This is an optimization exercise on Yosys and OpenROAD, whose aim is small area, a short achievable clock period and few clock cycles per item, not a production implementation. At most, simulation tests tie the RTL to the original design; equivalence was not proved. The clock input has no modelled driver; a real chip could not lean on it and would need a root buffer or a full tree. Power is estimated from default activity; no workload was simulated.

Setup of P:
Design Encoder, start of the top module:
module Encoder(clk, reset, start, p_text, m_key, done, c_text);
    input clk, reset, start;
    input wire [63:0] p_text;
    input wire [79:0] m_key;
    output reg done;
    output wire [63:0] c_text;
    reg [63:0] t;
    reg [79:0] k;
    reg [4:0]  cnt;
    reg        busy;
    reg [1:0]  busy_k;
    reg [5:0]  idle_r;
    genvar i;
    wire [79:0] w = {k[66:0], k[79:67]};
    wire [3:0] ks;
    SBox uk (.x(w[3:0]), .y(ks));
    wire [4:0] rcx;
    generate for (i = 0; i < 5; i = i + 1) begin : rc
        C_xor2 u (.A(cnt[i]), .B(w[59+i]), .X(rcx[i]));
    end endgenerate
    wire [79:0] g = {w[79:64], rcx, w[58:4], ks};
    wire [79:0] kd;
    generate for (i = 0; i < 80; i = i + 1) begin : km
        wire n0, n1;
        C_nand2 u0 (.A(g[i]), .B(busy_k[i%2]), .Y(n0));
        C_nand2 u1 (.A(m_key[i]), .B(idle_r[i%2]), .Y(n1));
        C_nand2 u2 (.A(n0), .B(n1), .Y(kd[i]));
    end endgenerate
    wire [63:0] pn, y;
    generate for (i = 0; i < 64; i = i + 1) begin : yk
        C_nand2 u0 (.A(p_text[i]), .B(idle_r[2+i%2]), .Y(pn[i]));
        C_xnor2 u1 (.A(kd[i]), .B(pn[i]), .Y(y[i]));
    end endgenerate
  ...
==> module Encoder, before the edit <==
module Encoder(clk, reset, start, p_text, m_key, done, c_text);
    input clk, reset, start;
    input wire [63:0] p_text;
    input wire [79:0] m_key;
    output reg done;
    output wire [63:0] c_text;
    reg [63:0] t;
    reg [79:0] k;
    reg [4:0]  cnt;
    reg        busy;
    reg [1:0]  busy_k;
    reg [5:0]  idle_r;
    genvar i;
    wire [79:0] w = {k[66:0], k[79:67]};
    wire [3:0] ks;
    SBox uk (.x(w[3:0]), .y(ks));
    wire [4:0] rcx;
    generate for (i = 0; i < 5; i = i + 1) begin : rc
        C_xor2 u (.A(cnt[i]), .B(w[59+i]), .X(rcx[i]));
    end endgenerate
    wire [79:0] g = {w[79:64], rcx, w[58:4], ks};
    wire [79:0] kd;
    generate for (i = 0; i < 80; i = i + 1) begin : km
        wire n0, n1;
        C_nand2 u0 (.A(g[i]), .B(busy_k[i%2]), .Y(n0));
        C_nand2 u1 (.A(m_key[i]), .B(idle_r[i%2]), .Y(n1));
        C_nand2 u2 (.A(n0), .B(n1), .Y(kd[i]));
    end endgenerate
    wire [63:0] pn, y;
    generate for (i = 0; i < 64; i = i + 1) begin : yk
        C_nand2 u0 (.A(p_text[i]), .B(idle_r[2+i%2]), .Y(pn[i]));
        C_xnor2 u1 (.A(kd[i]), .B(pn[i]), .Y(y[i]));
    end endgenerate
    wire [63:0] b;
    generate for (i = 0; i < 16; i = i + 1) begin : sb
        SBoxG u (.x(t[4*i+3:4*i]), .enn(idle_r[4+i%2]), .y(b[4*i+3:4*i]));
    end endgenerate
    wire [63:0] c, d;
    generate for (i = 0; i < 4; i = i + 1) begin : sh
        assign c[16*i+15:16*i] = {b[16*i+7:16*i+4], b[16*i+3:16*i],
                                  b[16*i+15:16*i+12], b[16*i+11:16*i+8]};
    end endgenerate
    assign d[15:0]  = {c[14:0],  c[15]};
    assign d[31:16] = {c[27:16], c[31:28]};
    assign d[47:32] = {c[40:32], c[47:41]};
    assign d[63:48] = {c[54:48], c[63:55]};
    wire [63:0] tn;
    wire [15:0] e2, e1, a3, a0;
    generate for (i = 0; i < 16; i = i + 1) begin : mx
        C_xor2 x0 (.A(d[32+i]), .B(d[i]),    .X(e2[i]));
        C_xor2 x1 (.A(d[48+i]), .B(d[16+i]), .X(e1[i]));
        C_xor2 x2 (.A(d[48+i]), .B(y[48+i]), .X(a3[i]));
        C_xor2 x3 (.A(d[i]),    .B(y[i]),    .X(a0[i]));
        C_xor2 x4 (.A(a3[i]),   .B(e2[i]),   .X(tn[48+i]));
        C_xor2 x5 (.A(e2[i]),   .B(y[32+i]), .X(tn[32+i]));
        C_xor2 x6 (.A(e1[i]),   .B(y[16+i]), .X(tn[16+i]));
        C_xor2 x7 (.A(a0[i]),   .B(e1[i]),   .X(tn[i]));
    end endgenerate
    assign c_text = t;
    integer j;
    always @(posedge clk) begin
        t <= tn;
        k <= kd;
        cnt <= busy ? cnt + 5'd1 : 5'd0;
        for (j = 0; j < 2; j = j + 1)
            busy_k[j] <= !reset && (busy_k[j] ? cnt != 5'd24 : start);
        for (j = 0; j < 6; j = j + 1)
            idle_r[j] <= reset || (idle_r[j] ? !start : cnt == 5'd24);
        if (reset) begin
            busy <= 1'b0;
            done <= 1'b0;
        end else if (!busy) begin
            done <= 1'b0;
            busy <= start;
        end else if (cnt == 5'd24) begin
            busy <= 1'b0;
            done <= 1'b1;
        end
    end
endmodule
Settings: LEC_CHECK=0, CAP_MARGIN=20, CORE_MARGIN=2, CORE_UTILIZATION=40, SETUP_SLACK_MARGIN=1.8, SLEW_MARGIN=20, SYNTH_HIERARCHICAL=1; clock period 3.5 ns.
standard.sh (not shown) runs the stock make flow with config.mk's settings and CLKGATE_MAP_FILE= SYNTH_SCRIPT=/design/flow/synth_recipe.tcl, a recipe that flattens the netlist after the stock synthesis.
==> flow/flow/run.sh <==
#!/bin/bash
# The standard layout, with plain buf_1 cells as the port buffers and a
# hand-built two-level clock tree (flow/clock_tree.tcl) in place of TritonCTS.
set -uo pipefail
export BUFFER_PORTS_ARGS="-buffer_cell sky130_fd_sc_hd__buf_1"
export PRE_CTS_TCL="$PWD/flow/clock_tree.tcl"
bash standard.sh > standard_flow.log 2>&1
Other scripts of this flow, unchanged in this note and not shown: flow/flow/clock_tree.tcl, flow/flow/clock_tree_lib.tcl
Testbench counts of P, summed over its fixed seeds: cycles 13,312, items 512.
### P -> Q
--- a/flow/design.v
+++ b/flow/design.v
@@ -12,16 +12,17 @@
     reg [1:0]  busy_k;
     reg [5:0]  idle_r;
     genvar i;
     wire [79:0] w = {k[66:0], k[79:67]};
-    wire [3:0] ks;
-    SBox uk (.x(w[3:0]), .y(ks));
+    reg  [3:0] ks;
+    wire [3:0] ksd;
     wire [4:0] rcx;
     generate for (i = 0; i < 5; i = i + 1) begin : rc
         C_xor2 u (.A(cnt[i]), .B(w[59+i]), .X(rcx[i]));
     end endgenerate
     wire [79:0] g = {w[79:64], rcx, w[58:4], ks};
     wire [79:0] kd;
+    SBox uk (.x(kd[70:67]), .y(ksd));
     generate for (i = 0; i < 80; i = i + 1) begin : km
         wire n0, n1;
         C_nand2 u0 (.A(g[i]), .B(busy_k[i%2]), .Y(n0));
         C_nand2 u1 (.A(m_key[i]), .B(idle_r[i%2]), .Y(n1));
@@ -61,8 +62,9 @@
     integer j;
     always @(posedge clk) begin
         t <= tn;
         k <= kd;
+        ks <= ksd;
         cnt <= busy ? cnt + 5'd1 : 5'd0;
         for (j = 0; j < 2; j = j + 1)
             busy_k[j] <= !reset && (busy_k[j] ? cnt != 5'd24 : start);
         for (j = 0; j < 6; j = j + 1)
[summary]
As far as clock share of power is concerned, Q and P perform about the same.
Power per unit of standard cell area of Q is on par with P.
Cell count: Q vs P, no meaningful difference
In the reports for Q and P, the larger combined global-route utilization of all metal layers belongs to Q.
Cell area | Q vs P | Q smaller
Taking P as the reference, in Q area fraction in compound gates after synthesis stayed essentially flat; proportion of power drawn by combinational gates fell by 0.4 points; timing-limited maximum frequency fell by about 1.3%.
Of the two values seen for launch point of the worst path, t[62] was produced by Q and t[33] by P.
Cell count of the worst reg-to-reg path in Q vs P: down 3
Changes observed in Q relative to P: final total power now smaller, count of cells resized by post-cts repair now smaller, internal portion of total power now smaller, sum of met3 wire segment lengths after detailed routing now larger.
As far as cell area after synthesis goes, Q and P are indistinguishable; the numbers are identical.
Testbench counts of Q, summed over its fixed seeds: cycles 13,312, items 512.
In every run of this note, the design's own scripts or RTL, not TritonCTS, make the clock network.

the baseline:
Encoder again, from the RTL that the note above started with.
## Encoder
module Encoder(clk, reset, start, p_text, m_key, done, c_text);
    input clk, reset, start;
    input wire [63:0] p_text;
    input wire [79:0] m_key;
    output reg done;
    output wire [63:0] c_text;
    reg [63:0] t;
    reg [79:0] k;
    reg [4:0]  cnt;
    reg        busy;
    reg [1:0]  busy_k;
    reg [5:0]  idle_r;
    genvar i;
    wire [79:0] w = {k[66:0], k[79:67]};
    wire [3:0] ks;
    SBox uk (.x(w[3:0]), .y(ks));
    wire [4:0] rcx;
    generate for (i = 0; i < 5; i = i + 1) begin : rc
        C_xor2 u (.A(cnt[i]), .B(w[59+i]), .X(rcx[i]));
    end endgenerate
    wire [79:0] g = {w[79:64], rcx, w[58:4], ks};
    wire [79:0] kd;
    generate for (i = 0; i < 80; i = i + 1) begin : km
        wire n0, n1;
        C_nand2 u0 (.A(g[i]), .B(busy_k[i%2]), .Y(n0));
        C_nand2 u1 (.A(m_key[i]), .B(idle_r[i%2]), .Y(n1));
        C_nand2 u2 (.A(n0), .B(n1), .Y(kd[i]));
    end endgenerate
    wire [63:0] pn, y;
    generate for (i = 0; i < 64; i = i + 1) begin : yk
        C_nand2 u0 (.A(p_text[i]), .B(idle_r[2+i%2]), .Y(pn[i]));
        C_xnor2 u1 (.A(kd[i]), .B(pn[i]), .Y(y[i]));
    end endgenerate
    wire [63:0] b;
    generate for (i = 0; i < 16; i = i + 1) begin : sb
  ...
clock: 3.5 ns
lec_check: 0
cap_margin: 20
core_margin: 2
core_utilization: 40
setup_slack_margin: 1.8
slew_margin: 20
synth_hierarchical: 1
==> flow/flow/run.sh <==
#!/bin/bash
# The standard layout, with plain buf_1 cells as the port buffers.
set -uo pipefail
export BUFFER_PORTS_ARGS="-buffer_cell sky130_fd_sc_hd__buf_1"
bash standard.sh > standard_flow.log 2>&1
Testbench counts of the baseline, summed over its fixed seeds: cycles 13,312, items 512.
Setup changes, the baseline to the candidate
-- flow/design.v --
<<< the baseline, line 10
    reg [4:0]  cnt;
    reg        busy;
    reg [1:0]  busy_k;
    reg [5:0]  idle_r;
    genvar i;
    wire [79:0] w = {k[66:0], k[79:67]};
>>> the candidate, line 10
    reg [4:0]  cnt;
    reg        busy;
    wire idle;
    C_inv ui (.A(busy), .Y(idle));
    genvar i;
    wire [79:0] w = {k[66:0], k[79:67]};
<<< the baseline, line 24
    generate for (i = 0; i < 80; i = i + 1) begin : km
        wire n0, n1;
        C_nand2 u0 (.A(g[i]), .B(busy_k[i%2]), .Y(n0));
        C_nand2 u1 (.A(m_key[i]), .B(idle_r[i%2]), .Y(n1));
        C_nand2 u2 (.A(n0), .B(n1), .Y(kd[i]));
    end endgenerate
    wire [63:0] pn, y;
    generate for (i = 0; i < 64; i = i + 1) begin : yk
        C_nand2 u0 (.A(p_text[i]), .B(idle_r[2+i%2]), .Y(pn[i]));
        C_xnor2 u1 (.A(kd[i]), .B(pn[i]), .Y(y[i]));
    end endgenerate
    wire [63:0] b;
    generate for (i = 0; i < 16; i = i + 1) begin : sb
        SBoxG u (.x(t[4*i+3:4*i]), .enn(idle_r[4+i%2]), .y(b[4*i+3:4*i]));
    end endgenerate
    wire [63:0] c, d;
>>> the candidate, line 24
    generate for (i = 0; i < 80; i = i + 1) begin : km
        wire n0, n1;
        C_nand2 u0 (.A(g[i]), .B(busy), .Y(n0));
        C_nand2 u1 (.A(m_key[i]), .B(idle), .Y(n1));
        C_nand2 u2 (.A(n0), .B(n1), .Y(kd[i]));
    end endgenerate
    wire [63:0] pn, y;
    generate for (i = 0; i < 64; i = i + 1) begin : yk
        C_nand2 u0 (.A(p_text[i]), .B(idle), .Y(pn[i]));
        C_xnor2 u1 (.A(kd[i]), .B(pn[i]), .Y(y[i]));
    end endgenerate
    wire [63:0] b;
    generate for (i = 0; i < 16; i = i + 1) begin : sb
        SBoxG u (.x(t[4*i+3:4*i]), .enn(idle), .y(b[4*i+3:4*i]));
    end endgenerate
    wire [63:0] c, d;
<<< the baseline, line 59
    end endgenerate
    assign c_text = t;
    integer j;
    always @(posedge clk) begin
        t <= tn;
        k <= kd;
        cnt <= busy ? cnt + 5'd1 : 5'd0;
        for (j = 0; j < 2; j = j + 1)
            busy_k[j] <= !reset && (busy_k[j] ? cnt != 5'd24 : start);
        for (j = 0; j < 6; j = j + 1)
            idle_r[j] <= reset || (idle_r[j] ? !start : cnt == 5'd24);
        if (reset) begin
            busy <= 1'b0;
>>> the candidate, line 59
    end endgenerate
    assign c_text = t;
    always @(posedge clk) begin
        t <= tn;
        k <= kd;
        cnt <= busy ? cnt + 5'd1 : 5'd0;
        if (reset) begin
            busy <= 1'b0;
Results
Critical path depth | the candidate above the baseline
The candidate reports a higher combinational power than the baseline does.
| post-synthesis instance total | the candidate vs the baseline | 24 lower |
A cell with the largest stage delay on the worst path of sky130_fd_sc_hd__dfxtp_2 is what the baseline shows, while sky130_fd_sc_hd__dfxtp_4 belongs to the candidate.
The sequential group share of total power of the candidate is lower than that of the baseline.
Between the baseline and the candidate, maximum number of pins on one net before global-route repair increased.
Compared with the baseline, the candidate shows number of vias in the routed layout lower by 48.
Wire length on met3, the baseline and the candidate, lower one = the baseline.
The candidate vs. the baseline: power dissipated by switching net loads moved up, minimum setup slack in the final design moved down, global-route usage moved down.
The candidate — count of flip-flops and latches 8 lower, the baseline as reference
Horizontal die dimension for the candidate is lower than for the baseline.
For the candidate, only the layout was checked, not whether the RTL still works.

[port drivers added, routing unchanged]
The results above use ideal ports. As a check the final layouts listed here were re-extracted and re-timed, cells and wires unchanged. Step 1 (the two cells are an assumption about what drives the block):
set clk [get_ports {clk}]
set_driving_cell -lib_cell sky130_fd_sc_hd__clkbuf_16 $clk
set_driving_cell -lib_cell sky130_fd_sc_hd__buf_2 [delete_from_list [all_inputs] $clk]
Step 2 adds t to the input delays and takes it off the output delays; t is the mean of the earliest and latest rising clock arrival at the registers after step 1. Input paths then give back, and output paths get back, about the clock's delay inside the block. Slacks: ideal / step 1 / step 2; pairs: ideal / step 1.
run | t, ns | setup slack, ns | worst slew at a driven data input, ns | pins driven straight from the clock port
P | 0.368 | 1.838 / 1.745 / 1.840 | 0.04 | 4
Q | 0.372 | 1.817 / 1.723 / 1.819 | 0.04 | 4
the baseline | 0.470 | 1.805 / 1.759 / 1.801 | 0.04 | 1
the candidate | 0.457 | 1.785 / 1.776 / 1.785 | 0.04 | 1
After both steps every run listed still meets setup and hold. For the baseline, which loses most, drivers alone change the setup slack by -0.046 ns; drivers and shift together by -0.004 ns.
